What follows belongs to an exercise in optimizing a design on an open flow for small area; a production flow would make more cautious choices. The RTL was checked by simulation tests, not by an equivalence proof against the original design. No activity file was given, so power comes from the tool's default toggle rates.

**flow/run.sh**
```bash
#!/bin/bash
# synth_recipe.tcl (not shown) runs the flow's synth.tcl, then flattens the netlist and writes it again
# the make line also repeats each setting of config.mk as NAME=value (left out here)
make -C /OpenROAD-flow-scripts/flow DESIGN_CONFIG=/design/flow/config.mk WORK_HOME=/design/flow/orfs CLKGATE_MAP_FILE= SYNTH_SCRIPT=/design/flow/synth_recipe.tcl finish
```
**flow/config.mk**
```make
export PLATFORM = sky130hd
export DESIGN_NAME = firp
export DESIGN_NICKNAME = firp
export VERILOG_FILES = /design/flow/design.v
export SDC_FILE = /design/flow/constraint.sdc
export NUM_CORES = 4
export LEC_CHECK = 0
export CAP_MARGIN = 20
export CORE_MARGIN = 2
export CORE_UTILIZATION = 40
export SLEW_MARGIN = 20
export SYNTH_HIERARCHICAL = 1
export SYNTH_MINIMUM_KEEP_SIZE = 0
```
**flow/constraint.sdc**
```tcl
create_clock -name core_clock -period 20.0 [get_ports {clock}]
set_input_delay 4.0000 -clock core_clock [delete_from_list [all_inputs] [get_ports {clock}]]
set_output_delay 4.0000 -clock core_clock [all_outputs]
set_load 0.01 [all_outputs]
```
**flow/design.v**
```verilog
`timescale 1ns / 1ps
module firp(
  input clock,
  input reset,
  output done,
  input start,
  input wire [15:0] input_sample,
  output [15:0] output_sample2);
reg  [3:0]  ph;
reg         pend;      
reg         act;       
reg         last;      
reg         fresh;     
reg  [15:0] C;         
reg  [15:0] W [0:17];  
reg  [8:0]  cy;        
reg  [16:0] acc;       
wire win   = act | (pend & (ph == 4'd0));
wire ready = ~pend & ~act;
wire take  = start & ready;
wire is15  = (ph == 4'd15);
wire en = win & ~fresh;
wire z  = win & fresh & is15;
wire [17:0] t;
wire        c0 = win & C[ph];
genvar k;
generate
  for (k = 0; k < 18; k = k + 1) begin : g_tap
    assign t[k] = (W[k][0] & en) | z;
  end
endgenerate
wire [8:0] pa = {t[7:0], c0};
wire [8:0] pb = {t[9], t[10], t[11], t[12], t[13], t[14], t[15], t[16], t[17]};
wire [8:0] ps, pc;
genvar p;
generate
  for (p = 0; p < 9; p = p + 1) begin : g_pre
    fa3 u_pre (.a(pa[p]), .b(pb[p]), .c(cy[p]), .s(ps[p]), .co(pc[p]));
  end
endgenerate
wire       mid = t[8];
wire s1, c2;
ha2 u_s1 (.a(acc[1]), .b(ps[0]), .s(s1), .co(c2));
wire s3, c4;
fa3 u_s3 (.a(s1), .b(~ps[1]), .c(ps[5]), .s(s3), .co(c4));
wire s5, c6;
fa3 u_s5 (.a(acc[2]), .b(ps[2]), .c(ps[4]), .s(s5), .co(c6));
wire s7, c8;
ha2 u_s7 (.a(~ps[7]), .b(mid), .s(s7), .co(c8));
wire s9, c10;
fa3 u_s9 (.a(acc[3]), .b(ps[0]), .c(~ps[3]), .s(s9), .co(c10));
wire s11, c12;
fa3 u_s11 (.a(ps[8]), .b(mid), .c(last), .s(s11), .co(c12));
wire s13, c14;
fa3 u_s13 (.a(acc[4]), .b(ps[0]), .c(ps[1]), .s(s13), .co(c14));
wire s15, c16;
ha2 u_s15 (.a(ps[7]), .b(last), .s(s15), .co(c16));
wire s17, c18;
fa3 u_s17 (.a(acc[5]), .b(ps[6]), .c(~ps[8]), .s(s17), .co(c18));
wire s19, c20;
fa3 u_s19 (.a(acc[6]), .b(~ps[2]), .c(ps[5]), .s(s19), .co(c20));
wire s21, c22;
ha2 u_s21 (.a(acc[7]), .b(~ps[3]), .s(s21), .co(c22));
wire s23, c24;
ha2 u_s23 (.a(acc[8]), .b(ps[1]), .s(s23), .co(c24));
wire s25, c26;
fa3 u_s25 (.a(acc[9]), .b(ps[3]), .c(ps[4]), .s(s25), .co(c26));
wire s27, c28;
ha2 u_s27 (.a(acc[11]), .b(ps[3]), .s(s27), .co(c28));
wire s29, c30;
ha2 u_s29 (.a(acc[12]), .b(ps[4]), .s(s29), .co(c30));
wire s31, c32;
ha2 u_s31 (.a(acc[14]), .b(ps[6]), .s(s31), .co(c32));
wire s33, c34;
ha2 u_s33 (.a(acc[0]), .b(~ps[2]), .s(s33), .co(c34));
wire s35, c36;
fa3 u_s35 (.a(s3), .b(ps[6]), .c(ps[8]), .s(s35), .co(c36));
wire s37, c38;
fa3 u_s37 (.a(s5), .b(s7), .c(c2), .s(s37), .co(c38));
wire s39, c40;
fa3 u_s39 (.a(s9), .b(s11), .c(c6), .s(s39), .co(c40));
wire s41, c42;
fa3 u_s41 (.a(s13), .b(s15), .c(c10), .s(s41), .co(c42));
wire s43, c44;
fa3 u_s43 (.a(s17), .b(last), .c(c14), .s(s43), .co(c44));
wire s45, c46;
fa3 u_s45 (.a(s19), .b(ps[7]), .c(mid), .s(s45), .co(c46));
wire s47, c48;
fa3 u_s47 (.a(s21), .b(~ps[6]), .c(mid), .s(s47), .co(c48));
wire s49, c50;
fa3 u_s49 (.a(s23), .b(ps[4]), .c(ps[8]), .s(s49), .co(c50));
wire s51, c52;
fa3 u_s51 (.a(s25), .b(~ps[7]), .c(last), .s(s51), .co(c52));
wire s53, c54;
fa3 u_s53 (.a(acc[10]), .b(ps[2]), .c(mid), .s(s53), .co(c54));
wire s55, c56;
fa3 u_s55 (.a(s27), .b(ps[8]), .c(mid), .s(s55), .co(c56));
wire s57, c58;
fa3 u_s57 (.a(s29), .b(~ps[6]), .c(last), .s(s57), .co(c58));
wire s59, c60;
fa3 u_s59 (.a(acc[13]), .b(ps[5]), .c(last), .s(s59), .co(c60));
wire s61, c62;
fa3 u_s61 (.a(s31), .b(ps[7]), .c(ps[8]), .s(s61), .co(c62));
wire s63, c64;
ha2 u_s63 (.a(acc[15]), .b(last), .s(s63), .co(c64));
wire s65, c66;
ha2 u_s65 (.a(s33), .b(ps[4]), .s(s65), .co(c66));
wire s67, c68;
fa3 u_s67 (.a(s35), .b(last), .c(c34), .s(s67), .co(c68));
wire s69, c70;
fa3 u_s69 (.a(s37), .b(c4), .c(c36), .s(s69), .co(c70));
wire s71, c72;
fa3 u_s71 (.a(s39), .b(c8), .c(c38), .s(s71), .co(c72));
wire s73, c74;
fa3 u_s73 (.a(s41), .b(c12), .c(c40), .s(s73), .co(c74));
wire s75, c76;
fa3 u_s75 (.a(s43), .b(c16), .c(c42), .s(s75), .co(c76));
wire s77, c78;
fa3 u_s77 (.a(s45), .b(c18), .c(c44), .s(s77), .co(c78));
wire s79, c80;
fa3 u_s79 (.a(s47), .b(c20), .c(c46), .s(s79), .co(c80));
wire s81, c82;
fa3 u_s81 (.a(s49), .b(c22), .c(c48), .s(s81), .co(c82));
wire s83, c84;
fa3 u_s83 (.a(s51), .b(c24), .c(c50), .s(s83), .co(c84));
wire s85, c86;
fa3 u_s85 (.a(s53), .b(c26), .c(c52), .s(s85), .co(c86));
wire s87, c88;
fa3 u_s87 (.a(s55), .b(last), .c(c54), .s(s87), .co(c88));
wire s89, c90;
fa3 u_s89 (.a(s57), .b(c28), .c(c56), .s(s89), .co(c90));
wire s91, c92;
fa3 u_s91 (.a(s59), .b(c30), .c(c58), .s(s91), .co(c92));
wire s93, c94;
fa3 u_s93 (.a(s61), .b(mid), .c(c60), .s(s93), .co(c94));
wire s95, c96;
fa3 u_s95 (.a(s63), .b(c32), .c(c62), .s(s95), .co(c96));
wire s97, c98;
ha2 u_s97 (.a(acc[16]), .b(c64), .s(s97), .co(c98));
wire s99, c100;
ha2 u_s99 (.a(s65), .b(ps[5]), .s(s99), .co(c100));
wire s101, c102;
fa3 u_s101 (.a(s67), .b(c66), .c(c100), .s(s101), .co(c102));
wire s103, c104;
fa3 u_s103 (.a(s69), .b(c68), .c(c102), .s(s103), .co(c104));
wire s105, c106;
fa3 u_s105 (.a(s71), .b(c70), .c(c104), .s(s105), .co(c106));
wire s107, c108;
fa3 u_s107 (.a(s73), .b(c72), .c(c106), .s(s107), .co(c108));
wire s109, c110;
fa3 u_s109 (.a(s75), .b(c74), .c(c108), .s(s109), .co(c110));
wire s111, c112;
fa3 u_s111 (.a(s77), .b(c76), .c(c110), .s(s111), .co(c112));
wire s113, c114;
fa3 u_s113 (.a(s79), .b(c78), .c(c112), .s(s113), .co(c114));
wire s115, c116;
fa3 u_s115 (.a(s81), .b(c80), .c(c114), .s(s115), .co(c116));
wire s117, c118;
fa3 u_s117 (.a(s83), .b(c82), .c(c116), .s(s117), .co(c118));
wire s119, c120;
fa3 u_s119 (.a(s85), .b(c84), .c(c118), .s(s119), .co(c120));
wire s121, c122;
fa3 u_s121 (.a(s87), .b(c86), .c(c120), .s(s121), .co(c122));
wire s123, c124;
fa3 u_s123 (.a(s89), .b(c88), .c(c122), .s(s123), .co(c124));
wire s125, c126;
fa3 u_s125 (.a(s91), .b(c90), .c(c124), .s(s125), .co(c126));
wire s127, c128;
fa3 u_s127 (.a(s93), .b(c92), .c(c126), .s(s127), .co(c128));
wire s129, c130;
fa3 u_s129 (.a(s95), .b(c94), .c(c128), .s(s129), .co(c130));
wire s131, c132;
fa3 u_s131 (.a(s97), .b(c96), .c(c130), .s(s131), .co(c132));
wire s133, c134;
ha2 u_s133 (.a(c98), .b(c132), .s(s133), .co(c134));
wire [17:0] s = {s133, s131, s129, s127, s125, s123, s121, s119, s117, s115, s113, s111, s109, s107, s105, s103, s101, s99};
assign output_sample2 = s[16:1];
assign done = last;
integer i;
always @(posedge clock) begin
  for (i = 0; i < 18; i = i + 1)
    W[i] <= {win ? (i == 0 ? c0 : t[i-1]) : W[i][0], W[i][15:1]};
  cy  <= pc;
  acc <= win ? s[17:1] : 17'd4975;
  if (take) C <= {~input_sample[15], input_sample[14:0]};
end
always @(posedge clock or posedge reset) begin
  if (reset) begin
    ph    <= 4'd0;
    pend  <= 1'b0;
    act   <= 1'b0;
    last  <= 1'b0;
    fresh <= 1'b1;
  end else begin
    ph    <= ph + 4'd1;
    pend  <= take | (pend & (ph != 4'd0));
    act   <= win & ~is15;
    last  <= win & is15;
    if (win & is15) fresh <= 1'b0;
  end
end
endmodule
`timescale 1ns / 1ps
module fa3(input a, input b, input c, output s, output co);
    assign s  = a ^ b ^ c;
    assign co = (a & b) | (a & c) | (b & c);
endmodule
module ha2(input a, input b, output s, output co);
    assign s  = a ^ b;
    assign co = a & b;
endmodule
```
==> results.toml <==
[outcome]
run_status = "complete, no violations"

[final_layout]
finish.utilization_pct = 48.2
layoutNonFillerInstCount = 912
diodes = 0
layout.cells.most_common = "dfxtp_1"
register_area_um2 = 6970
multi_input_comb_area_um2 = 2120
layout-area-overhead-vs-synth_pct = 17.7
filler_cell_count = 1937
stdcell_area_um2 = 11000
net_total_in_the_final_layout = 672
final_cell_mix = "314 x dfxtp_1, 62 x fa_1, 35 x clkdlybuf4s50_1, 32 x clkbuf_16, 19 x a21o_1"
post_route_cells_drive_above_1_share_pct = 12.5

[detailed_routing]
wire_per_inst_um = 13.9
drtAntennaViolNets = 0
avgViaCountPerCell = 4.14
initial_detailed_routing_violation_count = 162
number_of_vias_after_detailed_routing = 3775
postRouteWirelength_um = 12700
number_of_search_and_repair_iterations_in_the_first_detailed_routing_pass = 4
drt_drc_violations_left = 0

[clocking]
cts.clk_slew.worst_paths_ps = 60
numCtsBuffers = 31
cts_hold_buf = 0
cts_resized = 0
h-tree-depth = 1
cts.sink_count = 338
tritoncts = "built"
post_cts_buffers = 0
clock_latency_ps = 560
clock_tree.root_cell = "clkbuf_16"
cts_max_path_buffers = 3

[hold_path]
timing.hold.worst.start = "W[2][4]$_DFF_P_"
holdCritPathClass = "reg -> reg"
holdPathEnd = "W[2][3]$_DFF_P_"
timing.hold.worst_path_depth = 0

[synth]
synth_cell_types = 29
post_synthesis_area_per_instance_um2 = 17.5
synth.net_count = 631
synthCells = 534
synth_sequential_area_ratio_pct = 74.7
synth-seq-cells = 338
post_synth_instance_area_um2 = 9320
yosys_warnings = 8

[placed_design]
buffer_ports.inserted = 35
post_dp_cell_area_um2 = 9890
post-place-cells = 855
gp_congestion = 0.737
dp_hpwl_um = 8130
pre_cts_ws_ps = 4720

[floorplan]
num_io_pins = 36
rows = 55
die_height_um = 157
die_area_um2 = 24500
effective_utilization_at_floorplan_pct = 40.9
die_w_um = 157
core-area_um2 = 22800

[power]
irDropWorstVdd_mv = 0.163
power.internal_uw = 1560
power.static_leakage_uw = 0.00466
switchingPower_uw = 654
share_seq_of_total_power_pct = 35.2
clock_power_share_pct = 27.0
p_comb_share_pct = 37.8
p_sw_share_pct = 29.6
power_density_nw_per_um2 = 201

[global_routing]
total_routing_usage_gr_pct = 10.9
antenna_violations_before_repair = 0
grt_pass1_wl_um = 21000
pin_count_of_the_biggest_net_entering_global_routing = 38
gr-total-overflow = 0
grt_pass1_vias = 4121

[sta]
rsz_0062_raised_after_global_routing = "false"
setup_viol = 0
min_period_over_period_pct = 79.0
period_minus_slack_ps = 15800
total_count_of_max_transition_violations_in_the_final_report = 0
worst_slack_ps = 4200
worst_pin_slew_ps = 873
slew_headroom_pct = 41.7
totalNegativeSetupSlack_ps = 0
clock-skew-final_ps = 14.9
hold_viol_final = 0
timing_limited_maximum_frequency_mhz = 63.3

[critical_path]
critical_path_buf_inv_count = 1
max_stage_delay_ps = 710
critical_path.top_delay_family = "adder cells"
timing.rr.start = "ph[0]$_DFF_PP0_"
startpoint_class_of_the_critical_path = "flop"
critical_path_required_ps = 16000
setup.worst_path.class = "reg -> out"
crit_path_end_kind = "output port"
timing.critical_path.slowest_stage_cell = "fa_1"
r2r.worst_path.cells = 27
r2r_setup_slack_ps = 8910
worst-path-max-fanout = 7
path_common_cell = "fa_1"
worstPathArrival_ps = 11800
regToRegEndpoint = "acc[16]$_SDFF_PN0_"

[run]
max_cap_viol_count = 0
==> cell type report <==
| type | instances | share of cell area (%) |
|---|---|---|
| Multi-Input combinational cell | 155 | 19.3 |
| Tap cell | 313 | 3.57 |
| Clock buffer | 38 | 8.05 |
| Timing Repair Buffer | 38 | 3.40 |
| Inverter | 11 | 0.376 |
| Clock inverter | 19 | 1.80 |
| Sequential cell | 338 | 63.5 |
==> Yosys cell counts <==
cell      number  area share, %
a21o_1        19            1.5
a221o_1       17            1.8
a31oi_1        3           0.20
a32oi_2        1           0.17
and2_1         1          0.067
and4_1         1          0.094
buf_2          9           0.48
buf_4         17            1.4
buf_6          4           0.48
dfrtp_1        7            1.9
dfstp_2        1           0.28
dfxtp_1      314             67
edfxtp_1      16            5.2
fa_1          62             13
ha_1          16            2.1
inv_1         11           0.44
mux2_2         1           0.12
mux2i_1        3           0.32
mux4_1         3           0.85
nand2_1        1          0.040
nand3_1        2           0.11
nor2_1         2          0.081
nor2_2         1          0.067
nor2b_1        9           0.60
nor3b_1        1          0.081
or2_1          1          0.067
or2_2          9           0.60
xnor2_1        1          0.094
xor2_1         1          0.094
==> power groups by stage <==
stage | Clock [uW] | Combinational [uW] | Sequential, uW
final | 597 | 835 | 779
after global placement | 0 | 850 | 793
after detailed placement | 0 | 851 | 793
after CTS | 614 | 857 | 780
after global routing | 643 | 934 | 785
after floorplan | 0 | 621 | 785
==> worst register-to-register path, cell delays in order (launching register included) <==
cell,delay (ps)
dfrtp_1,490
mux4_1,580
mux2_2,290
a32oi_2,210
nor2_1,100
fa_1,710
ha_1,300
fa_1,510
fa_1,520
fa_1,510
fa_1,460
fa_1,400
fa_1,390
fa_1,400
fa_1,390
fa_1,390
fa_1,390
fa_1,390
fa_1,380
fa_1,390
fa_1,390
fa_1,420
fa_1,400
fa_1,430
fa_1,410
fa_1,380
ha_1,270
nor2b_1,120
==> cells by family (layout without fill, tap and decap cells) <==
logic type | Yosys count | count (layout) | synth area share, %
compound gates | 40 | 40 | 3.73
xor+xnor | 2 | 2 | 0.188
fa+ha+maj | 78 | 78 | 15.5
buf+inv | 41 | 106 | 2.78
flops | 338 | 338 | 74.7
mux | 7 | 7 | 1.29
simple gates | 28 | 28 | 1.81
==> registers in the layout, summed over array words and instances, names as in the netlist <==
signal  cells
C          16
W         288
acc        17
act         1
cy          9
fresh       1
last        1
pend        1
ph          4
==> modules after synthesis, one instance, submodules excluded <==
| module | flops+latches | area (um^2) | times used |
|---|---|---|---|
| firp | 338 | 7910 | 1 |
| fa3 | 0 | 20.0 | 62 |
| ha2 | 0 | 12.5 | 14 |
==> worst max-delay path by stage <==
stage	startpoint	endpoint	slack [ps]	cells past startpoint
3_3_place_gp	ph[0]$_DFF_PP0_	output_sample2[15]	4810	26
5_1_grt	ph[0]$_DFF_PP0_	output_sample2[15]	3730	26
4_1_cts	ph[0]$_DFF_PP0_	output_sample2[15]	4100	26
3_5_place_dp	ph[0]$_DFF_PP0_	output_sample2[15]	4720	26
2_1_floorplan	ph[0]$_DFF_PP0_	output_sample2[15]	5730	27
6_report	ph[0]$_DFF_PP0_	output_sample2[15]	4200	26
==> layer usage <==
layer | wire [um] | vias up | global-route usage (%)
met1 | 6480 | 1859 | 16.0
met2 | 5290 | 78 | 16.0
met5 | 0 | - | 0
met4 | 334 | 0 | 3.54
met3 | 555 | 31 | 2.66
li1 | - | 1807 | -
==> through the flow <==
step                hold slack, ps  total power, uW
floorplan                      310             1410
global placement               310             1640
detailed placement             312             1640
CTS                            324             2250
global route                   325             2360
finish                         319             2210

==> separate check: timing with driven ports <==
Ports are ideal in the flow. The routed layout listed here was re-timed in OpenROAD.
Step 1 sets driving cells, clkbuf_16 on the clock port and buf_2 on the other inputs (assumed; they add their load-dependent delay and slew).
Step 2 moves the port delays by t, midway between the first and last clock arrival at a register: inputs arrive t later, outputs are due t later. That takes back most of the time a late clock gives input paths.
a / b / c = ideal / step 1 / step 2; a / b = the first two.
shift t [ns]: 0.593
setup slack, ns: 4.197 / 4.155 / 4.748
latest minus earliest clock arrival (ns): 0.015 / 0.015
After both steps this run still meets setup and hold. The setup slack of this run moves by -0.042 ns with the drivers and by +0.551 ns with both steps.
